Source: an optimization exercise on an open RTL-to-GDS flow (aim: small area, a short achievable clock period and few clock cycles). Production flows keep margins and buffers that such runs may drop.
Function was checked by simulation only, so behaviour that the tests miss may differ from the original.
Power figures rest on the tool's default switching activity, not on a simulated workload.

Design conv_acc, start of the top module:
module conv_acc(
    input         clk,
    input         rst_n,
    input         in_valid,
    input  [31:0] in_data,
    output        in_ready,
    output        out_valid,
    output [19:0] out_data
);
localparam W = 20;
localparam M_W = 2'd0, M_ING = 2'd1, M_FL = 2'd2;
reg       started;   
reg       wph;       
reg [1:0] phase;
reg [4:0] col;
reg [4:0] row;
reg [4:0] rot;
reg       fl;        
reg [4:0] fpos;
reg       rdy;       
reg       canr;      
wire take = in_valid & canr;
wire adv  = take | (fl & ~started);
function [26:0] nxt;
    input       v;
    input       started;
    input       wph;
    input [1:0] phase;
    input [4:0] col;
    input [4:0] row;
    input [4:0] rot;
    input       fl;
    input [4:0] fpos;
    input       canr;
    reg st_n, wph_n, fl_n;
    reg [1:0] phase_n;
    reg [4:0] col_n, row_n, rot_n, fpos_n;
    reg t, a;
    begin
        t = v & canr;
        a = t | (fl & ~started);
        st_n    = started;
        wph_n   = wph;
        phase_n = phase;
        col_n   = col;
        row_n   = row;
        rot_n   = rot;
        fl_n    = fl;
        fpos_n  = fpos;
        if (a)
            rot_n = 5'd0;
        else if (started)
            rot_n = (rot == 5'd27) ? 5'd0 : rot + 5'd1;
        if (a && fl) begin
            fpos_n = fpos + 5'd1;
            if (fpos == 5'd28) fl_n = 1'b0;
        end
        if (t) begin
            st_n    = 1'b1;
            phase_n = phase + 2'd1;
            if (wph) begin
                col_n = col + 5'd1;
                if (col == 5'd8) begin
                    wph_n   = 1'b0;
                    phase_n = 2'd0;
                    col_n   = 5'd0;
                end
            end else begin
                col_n = (col == 5'd27) ? 5'd0 : col + 5'd1;
                row_n = (col == 5'd27) ? row + 5'd1 : row;
                if (row == 5'd27 && col == 5'd27) begin
                    st_n   = 1'b0;
                    wph_n  = 1'b1;
                    row_n  = 5'd0;
                    fl_n   = 1'b1;
                    fpos_n = 5'd0;
                end
            end
        end
        nxt = {st_n, wph_n, phase_n, col_n, row_n, rot_n, fl_n, fpos_n,
               (~st_n | (rot_n == 5'd0)) & ((phase_n == 2'd3) | (wph_n & (col_n == 5'd8))),
  ...
For scale: ~35,000 um2 of cells after synthesis.
clock: 9.0 ns
lec_check: 0
abc_area: 1
cap_margin: 20
core_margin: 2
core_utilization: 65
cts_cluster_diameter: 100
cts_cluster_size: 30
place_density: 0.72
slew_margin: 20
synth_hierarchical: 1
synth_minimum_keep_size: 0
standard.sh (not shown) runs the stock make flow with config.mk's settings and CLKGATE_MAP_FILE= SYNTH_SCRIPT=/design/flow/synth_recipe.tcl, a recipe that flattens the netlist after the stock synthesis.
==> flow/flow/run.sh <==
#!/bin/bash
set -euo pipefail
export SETUP_SLACK_MARGIN=6.1
bash standard.sh > standard.log 2>&1
Testbench counts at the start, summed over its fixed seeds: cycles 19,296.
Next try:
==> flow/flow/run.sh (replaced) <==
#!/bin/bash
set -euo pipefail
export SETUP_SLACK_MARGIN=5.8
bash standard.sh > standard.log 2>&1
CTS_CLUSTER_DIAMETER = unset   (was 100)
CTS_CLUSTER_SIZE = unset   (was 30)
Effect: Die area does not change; wire length increases by 4.8%; final area increases by 1.4%; fmax increases by 1.7%; power increases by 8.5%; hold slack is worse by 0.020 ns; worst setup slack is better by 0.056 ns; first-iteration DRC count increases by 15%.
Next try:
CTS_CLUSTER_DIAMETER = 60   (was unset)
CTS_CLUSTER_SIZE = 30   (was unset)
The changed run produced a clean layout.
Worst setup slack gets worse by 0.027 ns.
Clock power fell by about 22%.
Synthesized cell count stays the same.
Clock skew hardly moves.
Next try:
CTS_CLUSTER_DIAMETER = 100   (was 60)
After rerunning: The new run finished clean; first-iteration DRC count shrinks by 1.7%; routed wire length came out lower by 1.4%; hold slack gets better by 0.014 ns; global-route usage fell by 0.41 points.
Next try:
CTS_CLUSTER_SIZE = 24   (was 30)
The changed run completed without violations.
Design area climbs by 0.75%.
Non-clock buffer count climbs by 18.
Flip-flop and latch count does not change.
Routed wire length climbs by 0.85%.
Global-route usage climbs by 0.36 points.
Final cell count climbs by 0.65%.
Clock skew drops by 0.012 ns.

[re-timing with driven ports]
The flow's constraints put no driver on any port. The routed layouts listed below were extracted and timed again, unchanged, in two steps.
Step 1, drivers: a clkbuf_16 drives clk and a buf_2 each remaining input, both assumed.
Step 2 adds t to the input delays and takes it off the output delays; t is the mean of the earliest and latest rising clock arrival at the registers after step 1. Input paths then give back, and output paths get back, about the clock's delay inside the block.
a / b / c = ideal / step 1 / step 2; a / b = the first two.
| run | t, ns | setup slack, ns | hold slack, ns | worst setup path at the end | clock arrival spread, ns |
|---|---|---|---|---|---|
| the first run | 0.669 | 5.693 / 5.693 / 5.606 | 0.325 / 0.325 / 0.325 | input to register | 0.049 / 0.048 |
| the second run | 0.726 | 5.750 / 5.750 / 5.319 | 0.306 / 0.306 / 0.306 | input to register | 0.049 / 0.049 |
| the third run | 0.700 | 5.723 / 5.723 / 5.383 | 0.312 / 0.312 / 0.312 | input to register | 0.050 / 0.050 |
| the fourth run | 0.671 | 5.742 / 5.742 / 5.369 | 0.326 / 0.326 / 0.326 | input to register | 0.041 / 0.041 |
| the fifth run | 0.696 | 5.642 / 5.642 / 5.386 | 0.317 / 0.317 / 0.317 | input to register | 0.032 / 0.031 |
After both steps setup and hold are still met in every run listed. For the second run, which loses most, drivers alone change the setup slack by 0.000 ns; drivers and shift together by -0.431 ns.
